This design comes from an exercise in tuning for small area on the open sky130 flow, not from production work.
No functional check of the RTL was part of this run.
Power is estimated from default activity; no workload was simulated.

### flow/design.v
`timescale 1ns / 1ps
module PL_Calculate(
    clk,
    rst_n,
    ps_write_done,
    pl_cal_done,
    bram_addr_0b,
    bram_rddata_0b,
    bram_en_0b,
    bram_rst_0b,
    bram_we_0b,
    bram_addr_1a,
    bram_wrdata_1a,
    bram_en_1a,
    bram_rst_1a,
    bram_we_1a,
    phase_tdata,
    phase_tvalid,
    sin_tdata,
    sin_tvalid,
    cos_tdata,
    cos_tvalid
    );
    input clk;
    input rst_n;
    input ps_write_done;
    output pl_cal_done;
    output [11:0]bram_addr_0b;
    input [31:0]bram_rddata_0b;
    output bram_en_0b;
    output bram_rst_0b;
    output [3:0]bram_we_0b;
    output [11:0]bram_addr_1a;
    output [31:0]bram_wrdata_1a;
    output bram_en_1a;
    output bram_rst_1a;
    output [3:0]bram_we_1a;
    output [31:0]phase_tdata;
    output phase_tvalid;
    input [31:0]sin_tdata;
    input sin_tvalid;
    input [31:0]cos_tdata;
    input cos_tvalid;
    localparam [3:0] WAIT = 4'd0,
                     IDLE = 4'd1,
                     R0   = 4'd2,
                     R1   = 4'd3,
                     R2   = 4'd4,
                     R3   = 4'd5,
                     CW   = 4'd6,
                     CF   = 4'd7,
                     W0   = 4'd8,
                     W1   = 4'd9,
                     W2   = 4'd10,
                     W3   = 4'd11,
                     U0   = 4'd12,
                     U1   = 4'd13,
                     DONE = 4'd14;
    reg [3:0] st;
    reg [2:0] idx;           
    reg [1:0] cnt;           
    reg       tvalid;
    reg [31:0] x_reg;        
    reg [31:0] c_reg;        
    reg [31:0] p_reg;        
    reg [31:0] w_reg;        
    wire cap = sin_tvalid & cos_tvalid;
    wire in_wait = (st == CW) | (st == CF);
    wire last = (idx == 3'd5);
    always @(posedge clk) begin
        if (!rst_n)
            st <= WAIT;
        else begin
            case (st)
            WAIT: if (ps_write_done) st <= IDLE;
            CW:   if (cap) st <= CF;
            U1:   st <= (idx == 3'd0) ? DONE : IDLE;
            DONE: st <= DONE;
            default: st <= st + 4'd1;
            endcase
        end
    end
    always @(posedge clk) begin
        if (!rst_n)
            idx <= 3'd0;
        else if (st == U0)
            idx <= last ? 3'd0 : idx + 3'd1;
    end
    always @(posedge clk) begin
        if (st == IDLE)
            cnt <= 2'd0;
        else if (in_wait && cnt != 2'd3)
            cnt <= cnt + 2'd1;
    end
    always @(posedge clk) begin
        if (in_wait)
            tvalid <= (cnt != 2'd3);
    end
    wire        s_rd  = (st == R2);
    wire        s_cap = in_wait & cap;
    wire        s_ph  = (st == CW) & (cnt == 2'd0);
    wire        s_ws  = rst_n & (st == W0);
    wire        s_wc  = rst_n & (st == W2);
    wire        h_x   = ~(s_rd | s_cap);
    wire        h_w   = rst_n & ~((st == W0) | (st == W2));
    always @(posedge clk) begin
        x_reg <= ({32{s_rd}} & bram_rddata_0b) | ({32{s_cap}} & sin_tdata) |
                 ({32{h_x}} & x_reg);
        c_reg <= ({32{s_cap}} & cos_tdata) | ({32{~s_cap}} & c_reg);
        p_reg <= ({32{s_ph}} & x_reg) | ({32{~s_ph}} & p_reg);
        w_reg <= ({32{s_ws}} & x_reg) | ({32{s_wc}} & c_reg) | ({32{h_w}} & w_reg);
    end
    wire odd = (st == W2) | (st == W3) | (st == U0) | (st == DONE);
    assign pl_cal_done    = (st == DONE) | ((st == U1) & (idx == 3'd0));
    assign bram_rst_0b    = ~rst_n;
    assign bram_addr_0b   = {7'd0, idx[2:1], idx[0] | (st == DONE), 2'b00};
    assign bram_en_0b     = (st == R1);
    assign bram_we_0b     = 4'd0;
    assign bram_rst_1a    = ~rst_n;
    assign bram_addr_1a   = {6'd0, idx, odd, 2'b00};
    assign bram_wrdata_1a = w_reg;
    assign bram_en_1a     = (st == W1) | (st == W3);
    assign bram_we_1a     = {4{bram_en_1a}};
    assign phase_tdata    = p_reg;
    assign phase_tvalid   = tvalid;
endmodule
### flow/flow/run.sh
#!/bin/bash
# Layout flow: the standard flow (standard.sh) with three changes:
#  - synthesis maps logic with ABC's area mapper (flow/area.abc) instead of
#    ORFS's speed script; everything else in synth_recipe.tcl is unchanged;
#  - ports are buffered with sky130_fd_sc_hd__buf_1;
#  - clock tree: clkbuf_8 buffers, no dummy loads.
set -euo pipefail
here=$PWD
{
  head -n 1 synth_recipe.tcl
  cat <<EOT
proc abc {args} {
  set i [lsearch -exact \$args -script]
  if {\$i >= 0} { lset args [expr {\$i + 1}] $here/flow/area.abc }
  yosys abc {*}\$args
}
EOT
  tail -n +2 synth_recipe.tcl
} > my_synth.tcl
bash standard.sh SYNTH_SCRIPT=$here/my_synth.tcl \
  BUFFER_PORTS_ARGS="-buffer_cell sky130_fd_sc_hd__buf_1" \
  CTS_ARGS="-sink_clustering_enable -repair_clock_nets -dont_use_dummy_load -buf_list sky130_fd_sc_hd__clkbuf_8" \
  finish > standard.log 2>&1
### flow/flow/area.abc
strash
dch
amap
topo
### flow/standard.sh
#!/bin/bash
# synth_recipe.tcl (not shown) runs the flow's synth.tcl, then flattens the netlist and writes it again
# the make line also repeats each setting of config.mk as NAME=value (left out here)
make -C /OpenROAD-flow-scripts/flow DESIGN_CONFIG=/design/flow/config.mk WORK_HOME=/design/flow/orfs CLKGATE_MAP_FILE= SYNTH_SCRIPT=/design/flow/synth_recipe.tcl "${@:-finish}"
### flow/config.mk
export PLATFORM = sky130hd
export DESIGN_NAME = PL_Calculate
export DESIGN_NICKNAME = PL_Calculate
export VERILOG_FILES = /design/flow/design.v
export SDC_FILE = /design/flow/constraint.sdc
export NUM_CORES = 4
export LEC_CHECK = 0
export CAP_MARGIN = 20
export CORE_MARGIN = 2
export CORE_UTILIZATION = 40
export SLEW_MARGIN = 20
### flow/constraint.sdc
create_clock -name core_clock -period 5.0 [get_ports {clk}]
set_input_delay 1.0000 -clock core_clock [delete_from_list [all_inputs] [get_ports {clk}]]
set_output_delay 1.0000 -clock core_clock [all_outputs]
set_load 0.01 [all_outputs]
==> results_dict.tcl <==
set metrics [dict create \
    drt_iter0_markers 506 \
    p_leak_nw 2.04 \
    grtUsageTotal_pct 18.5 \
    final_common_cell "buf_1" \
    cts_setup_buffers 0 \
    die_width_um 115 \
    coreArea_um2 12100 \
    combinationalPowerShare_pct 13.2 \
    r2r_end "x_reg[3]" \
    synth-compound-area-share_pct 15.2 \
    synth_xor_area_share_pct 0 \
    postPlaceCellArea_um2 5760 \
    num_vias 3790 \
    antenna_found_initial 0 \
    synth_fa_ha_area_share_pct 1.52 \
    htreeDepth 4 \
    switching_share_pct 25.4 \
    synth_warnings 1 \
    power_frac_clock_pct 27.1 \
    place_hpwl_mm 7.96 \
    powerDensity_nw_per_um2 397 \
    switchingPower_mw 0.605 \
    synth_top_family_by_area "compound AO/OA/AOI/OAI gates" \
    ant_nets 0 \
    place_congestion 0.803 \
    cts_resized 0 \
    hold_viol_final 0 \
    hold_ws_ns 0.436 \
    hp-class "flip-flop to flip-flop" \
    synth.avg_cell_area_um2 13.0 \
    arrival_ns 3.18 \
    io_pins 203 \
    synth_top_area_share_pct 39.5 \
    max_freq_mhz 347 \
    cp_max_fo 33 \
    cts_buffers 17 \
    numClockSinks 138 \
    cts_tree "done" \
    max-slew-margin-rel_pct 29.9 \
    synth.largest_area_cell "edfxtp_1" \
    reg2reg_from "st[2]" \
    synth.distinct_cells 21 \
    globalRouteMet1Util_pct 22.1 \
    run_status "complete, no violations" \
    critical_path.startpoint_type "flip-flop" \
    worstRegToRegCells 7 \
    num_antenna_cells 0 \
    use_met2_pct 31.1 \
    internal-power_mw 1.78 \
    ys_seq_elements 138 \
    cp-startpoint "st[2]" \
    drcViolationCount 0 \
    max_cap_viol_count 0 \
    synth.area.mux_share_pct 0 \
    fin_crit_sh_pct 57.6 \
    fp-row-count 40 \
    cp-endpoint "x_reg[3]" \
    initial_core_util_pct 41.0 \
    seq_area_frac_synth_pct 69.0 \
    power_frac_seq_pct 59.7 \
    die-area_um2 13300 \
    drt_pre_antenna_iters 7 \
    grt_max_degree 65 \
    die_h_um 115 \
    vias_per_cell 5.12 \
    grtUsageMet3_pct 6.06 \
    drive_gt1_share_pct 4.72 \
    syn_inst 380 \
    slew_violations 0 \
    wl_per_cell_um 16.6 \
    grt-busiest-layer "met2" \
    synthSimpleGateAreaFrac_pct 3.34 \
    r2r_setup_slack_ns 2.12 \
    rsz0062_at_grt "no" \
    layout_common_cells "181 x buf_1, 85 x clkinv_1, 73 x dfxtp_1, 65 x edfxtp_1, 64 x a222oi_1" \
    area_growth_pct 21.2 \
    finalInstanceArea_um2 6000 \
    hold_buffers 0 \
    crit_type "flip-flop to flip-flop" \
    tns_ns 0 \
    syn_area_um2 4950 \
    ir_worst_vdd_uv 206 \
    num-nets-final 681 \
    portBuffers 181 \
    skew_ns 0.0143 \
    synth_area_leaders "edfxtp_1 39%, dfxtp_1 30%, a222oi_1 13%" \
    cp-end-kind "flip-flop" \
    path_clk_slew_ns 0.07 \
    worstMarginPinSlew_ns 1.05 \
    clk_root_buffer_cell "clkbuf_8" \
    fillCellCount 1143 \
    grt_pass1_wl_mm 18.5 \
    grt_pass1_vias 3686 \
    overflow 0 \
    cts_buffer_depth 2 \
    finalSetupViolCount 0 \
    worst-endpoint-required_ns 5.30 \
    clkLatencyLatePin_ns 0.43 \
    totalWireLength_mm 12.2 \
    fin_crit_ns 2.88 \
]
-- layer usage --
| layer | up-vias | part of all wire [%] | wire (µm) |
|---|---|---|---|
| li1 | 1771 | - | - |
| met1 | 1789 | 41 | 5060 |
| met2 | 212 | 47 | 5720 |
| met3 | 18 | 10 | 1260 |
| met4 | 0 | 1.7 | 206 |
| met5 | - | 0 | 0 |
-- through the flow --
stage | cells | setup slack [ns] | total power [mW] | util, %
floorplan | 400 | 0.996 | 1.66 | -
global placement | 723 | 2.21 | 1.74 | 47.8
detailed placement | 723 | 2.16 | 1.76 | 47.8
CTS | 740 | 2.14 | 2.41 | 49.7
global route | 740 | 1.84 | 2.50 | 49.7
finish | 740 | 2.12 | 2.38 | 49.7
-- area by class of cell --
| type | count | area, µm² | share of cell area [%] |
|---|---|---|---|
| Clock buffer | 17 | 234 | 3.90 |
| Inverter | 85 | 319 | 5.32 |
| Timing Repair Buffer | 184 | 702 | 11.7 |
| Sequential cell | 138 | 3410 | 56.9 |
| Multi-Input combinational cell | 148 | 1120 | 18.6 |
| Tap cell | 168 | 210 | 3.51 |
-- kinds of logic (layout without fill, tap and decap cells) --
group | after synthesis | after routing
fa+ha+maj | 6 | 6
flops | 138 | 138
buf+inv | 114 | 286
other cells | 1 | 21
compound gates | 82 | 82
simple gates | 39 | 39
-- how the worst min path moves through the flow --
stage / endpoint / cells after the start
after CTS: w_reg[29] / 2
after floorplan: w_reg[0] / 2
after global routing: w_reg[29] / 2
after global placement: w_reg[23] / 2
after detailed placement: w_reg[29] / 2
final: w_reg[29] / 2
-- power by group through the flow --
stage	Sequential (mW)	Clock, mW	Combinational (mW)
5_1_grt	1.44	0.704	0.356
6_report	1.42	0.646	0.315
3_5_place_dp	1.44	0	0.316
4_1_cts	1.42	0.670	0.318
2_1_floorplan	1.41	0	0.246
3_3_place_gp	1.44	0	0.305
-- cells in the mapped netlist --
master / n
nor2_1: 20
conb_1: 1
buf_4: 29
dfxtp_1: 73
ha_1: 6
nand2_1: 6
and2_0: 1
a211oi_1: 4
nand3_1: 4
a2111oi_0: 1
o32ai_1: 1
nor3_1: 7
and3_1: 1
a21oi_1: 4
o22ai_1: 1
a22oi_1: 1
clkinv_1: 85
a222oi_1: 64
o21ai_0: 5
a31oi_1: 1
edfxtp_1: 65
-- critical path: stages (launching register included) --
cell	delay [ns]
dfxtp_1	0.41
clkinv_1	0.17
nor2_1	0.21
clkinv_1	0.15
nor2_4	0.81
nor2_4	0.38
a222oi_1	0.48
clkinv_1	0.12

==> what the ideal ports hide <==
The flow's constraints put no driver on any port. The routed layout listed below was extracted and timed again, unchanged, in two steps.
Step 1 (the two cells are an assumption about what drives the block):
set clk [get_ports {clk}]
set_driving_cell -lib_cell sky130_fd_sc_hd__clkbuf_16 $clk
set_driving_cell -lib_cell sky130_fd_sc_hd__buf_2 [delete_from_list [all_inputs] $clk]
Step 2 adds t to the input delays and takes it off the output delays; t is the mean of the earliest and latest rising clock arrival at the registers after step 1. Input paths then give back, and output paths get back, about the clock's delay inside the block.
a / b / c = ideal ports / drivers / drivers and shift; a / b = the first two.
t (ns): 0.455
setup slack, ns: 2.120 / 2.120 / 2.120
clock arrival spread, ns: 0.017 / 0.016
slew at the worst register clock pin (ns): 0.07 / 0.07
cell pins on the clock port's net: 1
After both steps this run still meets setup and hold. The setup slack of this run moves by 0.000 ns with the drivers and by 0.000 ns with both steps.
